This design comes from an exercise in tuning for small area on the open sky130 flow, not from production work. In this exercise RTL edits were held to simulation tests only and were not proved equivalent to the original.

== main ==
## calculator_hex
module calculator_hex(
    input clk,
    input rst,
    input button,
    input [7:0]num1,
    input [7:0]num2,
    input [2:0]func,
    output [31:0]cal_result
    );
    reg flag;           
    reg button_pos;     
    reg [31:0] R;       
    reg p;              
    reg q;              
    reg [27:0] T;       
    always @(posedge clk or posedge rst) begin
        if (rst)
            flag <= 1'b0;
        else if (button)
            flag <= 1'b1;
    end
    always @(posedge clk or posedge rst) begin
        if (rst)
            button_pos <= 1'b0;
        else
            button_pos <= button;
    end
    always @(posedge clk or posedge rst) begin
        if (rst)
            p <= 1'b0;
        else
            p <= ~p;
    end
    always @(negedge clk or posedge rst) begin
        if (rst)
            q <= 1'b0;
        else
            q <= ~p;
    end
    wire h2 = p ^ q;                      
    wire take = button & ~button_pos & ~rst;
    wire f_as  = ~func[2] & ~func[1];             
    wire f_sub = func[0];                         
    wire f_mul = ~func[2] & func[1] & ~func[0];   
    wire f_div = ~func[2] & func[1] & func[0];    
    wire f_mod = func[2] & ~func[0];              
    wire f_sq  = func[2] & func[0];               
    wire f_nop = func[2] & func[1];               
    wire [31:0] A = {R[31:8], R[7:0] | (num1 & {8{~flag}})};
    wire [7:0]  B = num2;
    wire divp  = take & (f_div | f_mod);
    wire sqsel = f_sq;
    wire sqdbl = ~take;                           
    wire sq1   = take & sqsel & ~h2;              
    wire sq0   = take & sqsel & h2;               
    wire mulp  = take & f_mul;                    
    wire addp  = take & f_as;                     
    wire subp  = f_sub;
    wire [15:0] D = h2 ? A[15:0] : A[31:16];      
    wire [7:0]  W3 = {A[18:16], 1'b0, A[15:12]};
    wire [15:0] W2 = {A[22:12], 1'b0, A[11:8]};
    wire [23:0] W1 = {A[26:8], 1'b0, A[7:4]};
    wire [31:0] W0 = {A[30:4], 1'b0, A[3:0]};
    reg [31:0] X;
    always @(*) begin
        if (divp)
            X = {4{~B}};
        else if (sqdbl)
  ...
==> module calculator_hex, before the edit <==
module calculator_hex(
    input clk,
    input rst,
    input button,
    input [7:0]num1,
    input [7:0]num2,
    input [2:0]func,
    output [31:0]cal_result
    );
    reg flag;           
    reg button_pos;     
    reg [31:0] R;       
    reg p;              
    reg q;              
    reg [27:0] T;       
    always @(posedge clk or posedge rst) begin
        if (rst)
            flag <= 1'b0;
        else if (button)
            flag <= 1'b1;
    end
    always @(posedge clk or posedge rst) begin
        if (rst)
            button_pos <= 1'b0;
        else
            button_pos <= button;
    end
    always @(posedge clk or posedge rst) begin
        if (rst)
            p <= 1'b0;
        else
            p <= ~p;
    end
    always @(negedge clk or posedge rst) begin
        if (rst)
            q <= 1'b0;
        else
            q <= ~p;
    end
    wire h2 = p ^ q;                      
    wire take = button & ~button_pos & ~rst;
    wire f_as  = ~func[2] & ~func[1];             
    wire f_sub = func[0];                         
    wire f_mul = ~func[2] & func[1] & ~func[0];   
    wire f_div = ~func[2] & func[1] & func[0];    
    wire f_mod = func[2] & ~func[0];              
    wire f_sq  = func[2] & func[0];               
    wire f_nop = func[2] & func[1];               
    wire [31:0] A = {R[31:8], R[7:0] | (num1 & {8{~flag}})};
    wire [7:0]  B = num2;
    wire divp  = take & (f_div | f_mod);
    wire sqsel = f_sq;
    wire sqdbl = ~take;                           
    wire sq1   = take & sqsel & ~h2;              
    wire sq0   = take & sqsel & h2;               
    wire mulp  = take & f_mul;                    
    wire addp  = take & f_as;                     
    wire subp  = f_sub;
    wire [15:0] D = h2 ? A[15:0] : A[31:16];      
    wire [7:0]  W3 = {A[18:16], 1'b0, A[15:12]};
    wire [15:0] W2 = {A[22:12], 1'b0, A[11:8]};
    wire [23:0] W1 = {A[26:8], 1'b0, A[7:4]};
    wire [31:0] W0 = {A[30:4], 1'b0, A[3:0]};
    reg [31:0] X;
    always @(*) begin
        if (divp)
            X = {4{~B}};
        else if (sqdbl)
            X = {8'd0, W2, W3};
        else if (sq1)
            X = {4'd0, W1, 4'd0};
        else if (sq0)
            X = W0;
        else
            X = A;
    end
    reg [3:0] n;
    always @(*) begin
        if (divp)
            n = 4'b1111;
        else if (sqdbl)
            n = A[11:8];
        else if (sq1)
            n = A[7:4];
        else if (sq0)
            n = A[3:0];
        else if (mulp)
            n = h2 ? B[3:0] : B[7:4];
        else if (addp)
            n = 4'd1;
        else
            n = 4'd0;
    end
    wire [3:0] n3 = sqdbl ? A[15:12] : n;
    wire [3:0] nn  = {n[0], n[1], n[2], n[3]};
    wire [3:0] nn3 = {n3[0], n3[1], n3[2], n3[3]};
    wire selT1 = take & h2 & (f_mul | f_sq | f_div | f_mod);
    reg [31:0] ADm;
    reg [3:0]  cin;
    reg [3:1]  inj;
    always @(*) begin
        ADm = 32'd0;
        cin = 4'd0;
        inj = 3'd0;
        if (selT1)
            ADm[28:1] = T;
        if (sq1 & flag)      
            ADm[24:9] = T[23:8];
        if (divp) begin
            cin = 4'b1111;
            inj = {D[12], D[13], D[14]};
        end
        if (addp) begin
            ADm[28:0] = {{24{subp}}, B[7:3] ^ {5{subp}}};
            cin = {subp, 3'b000};
            inj = {B[0], B[1], B[2]} ^ {3{subp}};
        end
    end
    wire [15:0] Drev;
    genvar k, i, s;
    generate
        for (i = 0; i < 16; i = i + 1) begin : drv
            assign Drev[i] = D[15 - i];
        end
    endgenerate
    wire [15:0] qb;
    wire [31:0] mac;
    wire [7:0]  rem;
    generate
        for (k = 0; k < 4; k = k + 1) begin : mrow
            for (s = 0; s < 4; s = s + 1) begin : seg
                wire [7:0] in;          
                wire       x8;          
                wire [7:0] sum;
                wire [7:0] o;
                wire [8:0] c;
                wire       dig = (s == 0) ? nn3[k] : nn[k];
                wire [7:0] pp = X[8*s+7:8*s];
                if (k == 0) begin : r0
                    if (s == 0) begin : s0
                        assign in = {ADm[7:1], divp ? Drev[0] : ADm[0]};
                        assign x8 = ADm[8];
                    end else begin : sn
                        wire [7:0] sq;   
                        if (s == 1) begin : q1
                            assign sq = sqdbl ? {mrow[3].seg[0].o[2:0], 5'd0} : 8'd0;
                        end else if (s == 2) begin : q2
                            assign sq = sqdbl ? {3'd0, mrow[3].seg[0].o[7:3]} : 8'd0;
                        end else begin : q3
                            assign sq = 8'd0;
                        end
                        assign in = divp ? {mrow[3].seg[s-1].o[6:0], Drev[4*s]}
                                         : (ADm[8*s+7:8*s] | sq);
                        assign x8 = mrow[3].seg[s-1].o[7];
                    end
                end else begin : rk
                    if (s == 0) begin : s0
                        assign in = {mrow[k-1].seg[0].o[6:0], inj[k]};
                    end else if (s == 1) begin : s1
                        assign in = {mrow[k-1].seg[1].o[6:0],
                                     divp ? Drev[4*s+k] : (mrow[k-1].seg[0].o[7] & ~sqdbl)};
                    end else begin : sn
                        assign in = {mrow[k-1].seg[s].o[6:0],
                                     divp ? Drev[4*s+k] : mrow[k-1].seg[s-1].o[7]};
                    end
                    assign x8 = mrow[k-1].seg[s].o[7];
                end
                if (s == 0) begin : c0
                    assign c[0] = cin[k];
                end else if (s == 1) begin : c1
                    assign c[0] = (mrow[k].seg[0].c[8] & ~sqdbl) | divp;
                end else begin : cn
                    assign c[0] = mrow[k].seg[s-1].c[8] | divp;
                end
                for (i = 0; i < 8; i = i + 1) begin : fab
                    assign sum[i] = in[i] ^ pp[i] ^ c[i];
                    assign c[i+1] = (in[i] & pp[i]) | (in[i] & c[i]) | (pp[i] & c[i]);
                end
                wire qq = x8 | c[8];
                assign qb[15 - (4*s + k)] = qq;
                wire keep = divp ? ~qq : ~dig;
                assign o = keep ? in : sum;
            end
        end
    endgenerate
    assign mac = {mrow[3].seg[3].o, mrow[3].seg[2].o, mrow[3].seg[1].o, mrow[3].seg[0].o};
    assign rem = mrow[3].seg[3].o;
    always @(negedge clk or posedge rst) begin
        if (rst)
            T <= 28'd0;
        else
            T <= divp ? {4'd0, qb, rem} : mac[27:0];
    end
    reg [31:0] Y;
    always @(*) begin
        if (f_div)
            Y = {T[23:8], qb};
        else if (f_mod)
            Y = {24'd0, rem};
        else
            Y = mac;
    end
    wire [31:0] N = (take & ~f_nop) ? Y : R;
    assign cal_result = N;
    always @(posedge clk or posedge rst) begin
        if (rst)
            R <= 32'd0;
        else
            R <= N;
    end
endmodule
==> flow/config.mk <==
export PLATFORM = sky130hd
export DESIGN_NAME = calculator_hex
export DESIGN_NICKNAME = calculator_hex
export VERILOG_FILES = /design/flow/design.v
export SDC_FILE = /design/flow/constraint.sdc
export NUM_CORES = 8
export LEC_CHECK = 0
export CAP_MARGIN = 20
export CORE_MARGIN = 2
export CORE_UTILIZATION = 40
export GPL_TIMING_DRIVEN = 0
export SLEW_MARGIN = 20
==> flow/constraint.sdc <==
create_clock -name core_clock -period 350.0 [get_ports {clk}]
set_input_delay 70.0000 -clock core_clock [delete_from_list [all_inputs] [get_ports {clk}]]
set_output_delay 70.0000 -clock core_clock [all_outputs]
set_load 0.01 [all_outputs]
standard.sh (not shown) runs the stock make flow with config.mk's settings and CLKGATE_MAP_FILE= SYNTH_SCRIPT=/design/flow/synth_recipe.tcl, a recipe that flattens the netlist after the stock synthesis.
==> flow/flow/run.sh <==
#!/bin/bash
# Own layout flow: the standard synthesis, then the combinational logic
# re-mapped for area with ABC (registers untouched; several random seeds run
# in parallel and the smallest netlist kept), then the standard layout,
# with the port buffers made of the smallest buffer cell and a clock tree
# without dummy loads.
set -euo pipefail
export BUFFER_PORTS_ARGS="-buffer_cell sky130_fd_sc_hd__buf_1"
export CTS_ARGS="-sink_clustering_enable -repair_clock_nets -sink_clustering_size 10 -buf_list {sky130_fd_sc_hd__clkbuf_4 sky130_fd_sc_hd__clkbuf_8} -dont_use_dummy_load"
RES=orfs/results/sky130hd/calculator_hex/base
SEEDS="0 1 2 3 4 5 6 7"
bash standard.sh synth > standard_synth.log 2>&1
cp $RES/1_2_yosys.v standard_synth_netlist.v
python3 flow/genmodels.py $RES $SEEDS > genmodels.log 2>&1
for s in $SEEDS; do
    yosys -s resyn_$s.ys > resyn_$s.log 2>&1 &
done
wait
python3 flow/pick.py $SEEDS > pick.log 2>&1
cp resyn_$(cat best_seed.txt).v $RES/1_2_yosys.v
bash standard.sh > standard.log 2>&1
Other scripts of this flow, unchanged in this note and not shown: flow/flow/area.abc, flow/flow/genmodels.py, flow/flow/pick.py
The following lists how the feature branch was set up differently from main:
--- a/flow/design.v
+++ b/flow/design.v
@@ -27,37 +27,37 @@
             button_pos <= button;
     end
     always @(posedge clk or posedge rst) begin
         if (rst)
-            p <= 1'b0;
+            p <= 1'b1;
         else
             p <= ~p;
     end
     always @(negedge clk or posedge rst) begin
         if (rst)
             q <= 1'b0;
         else
-            q <= ~p;
-    end
-    wire h2 = p ^ q;                      
+            q <= p;
+    end
+    wire h2 = ~(p ^ q);                      
     wire take = button & ~button_pos & ~rst;
-    wire f_as  = ~func[2] & ~func[1];             
-    wire f_sub = func[0];                         
-    wire f_mul = ~func[2] & func[1] & ~func[0];   
-    wire f_div = ~func[2] & func[1] & func[0];    
-    wire f_mod = func[2] & ~func[0];              
-    wire f_sq  = func[2] & func[0];               
-    wire f_nop = func[2] & func[1];               
+    wire f_add = (func == 3'd0);
+    wire f_sub = (func == 3'd1);
+    wire f_mul = (func == 3'd2);
+    wire f_div = (func == 3'd3);
+    wire f_mod = (func == 3'd4);
+    wire f_sq  = (func == 3'd5);
     wire [31:0] A = {R[31:8], R[7:0] | (num1 & {8{~flag}})};
     wire [7:0]  B = num2;
     wire divp  = take & (f_div | f_mod);
-    wire sqsel = f_sq;
-    wire sqdbl = ~take;                           
+    wire sqsel = f_sq & flag;
+    wire sqdbl = ~take & ~h2;                     
     wire sq1   = take & sqsel & ~h2;              
     wire sq0   = take & sqsel & h2;               
-    wire mulp  = take & f_mul;                    
-    wire addp  = take & f_as;                     
+    wire mulp  = take & (f_mul | (f_sq & ~flag));  
+    wire addp  = take & (f_add | f_sub) & h2;
     wire subp  = f_sub;
+    wire [7:0] M = f_mul ? B : A[7:0];
     wire [15:0] D = h2 ? A[15:0] : A[31:16];      
     wire [7:0]  W3 = {A[18:16], 1'b0, A[15:12]};
     wire [15:0] W2 = {A[22:12], 1'b0, A[11:8]};
     wire [23:0] W1 = {A[26:8], 1'b0, A[7:4]};
@@ -85,9 +85,9 @@
             n = A[7:4];
         else if (sq0)
             n = A[3:0];
         else if (mulp)
-            n = h2 ? B[3:0] : B[7:4];
+            n = h2 ? M[3:0] : M[7:4];
         else if (addp)
             n = 4'd1;
         else
             n = 4'd0;
@@ -104,18 +104,18 @@
         cin = 4'd0;
         inj = 3'd0;
         if (selT1)
             ADm[28:1] = T;
-        if (sq1 & flag)      
+        if (sq1)
             ADm[24:9] = T[23:8];
         if (divp) begin
             cin = 4'b1111;
             inj = {D[12], D[13], D[14]};
         end
         if (addp) begin
             ADm[28:0] = {{24{subp}}, B[7:3] ^ {5{subp}}};
-            cin = {subp, 3'b000};
-            inj = {B[0], B[1], B[2]} ^ {3{subp}};
+            cin = {B[0], B[1], B[2], 1'b0} ^ {4{subp}} & 4'b1110;
+            inj = {subp, 2'b00};
         end
     end
     wire [15:0] Drev;
     genvar k, i, s;
@@ -134,10 +134,9 @@
                 wire       x8;          
                 wire [7:0] sum;
                 wire [7:0] o;
                 wire [8:0] c;
-                wire       dig = (s == 0) ? nn3[k] : nn[k];
-                wire [7:0] pp = X[8*s+7:8*s];
+                wire [7:0] pp = X[8*s+7:8*s] & {8{(s == 0) ? nn3[k] : nn[k]}};
                 if (k == 0) begin : r0
                     if (s == 0) begin : s0
                         assign in = {ADm[7:1], divp ? Drev[0] : ADm[0]};
                         assign x8 = ADm[8];
@@ -178,9 +177,9 @@
                     assign c[i+1] = (in[i] & pp[i]) | (in[i] & c[i]) | (pp[i] & c[i]);
                 end
                 wire qq = x8 | c[8];
                 assign qb[15 - (4*s + k)] = qq;
-                wire keep = divp ? ~qq : ~dig;
+                wire keep = divp & ~qq;
                 assign o = keep ? in : sum;
             end
         end
     endgenerate
@@ -193,16 +192,16 @@
             T <= divp ? {4'd0, qb, rem} : mac[27:0];
     end
     reg [31:0] Y;
     always @(*) begin
-        if (f_div)
-            Y = {T[23:8], qb};
-        else if (f_mod)
-            Y = {24'd0, rem};
-        else
-            Y = mac;
-    end
-    wire [31:0] N = (take & ~f_nop) ? Y : R;
+        case (func)
+            3'd3:       Y = {T[23:8], qb};
+            3'd4:       Y = {24'd0, rem};
+            3'd6, 3'd7: Y = R;
+            default:    Y = mac;
+        endcase
+    end
+    wire [31:0] N = take ? Y : R;
     assign cal_result = N;
     always @(posedge clk or posedge rst) begin
         if (rst)
             R <= 32'd0;
Results
The feature branch vs main, layout inverter count without the clock tree went down by 13. Diff main -> the feature branch: layout buffer count excluding clock buffers now sits lower, total of fill cells in the finished design now sits higher. The feature branch vs main — post-synth design cell area rose about 4%. Summary of the feature branch over main: final cell utilization of the core dropped 0.55 points, depth of the critical timing path with buffers and inverters included climbed about 1.2%, non-clock buffer share of cell area dropped 0.94 points. Against main, the feature branch reports a synthesized cell count that is higher. The feature branch ends up with a transition time at the pin with the least slew margin that is 0.093 ns higher than in main. STATUS setup slack of the critical path after layout: the feature branch wins against main.
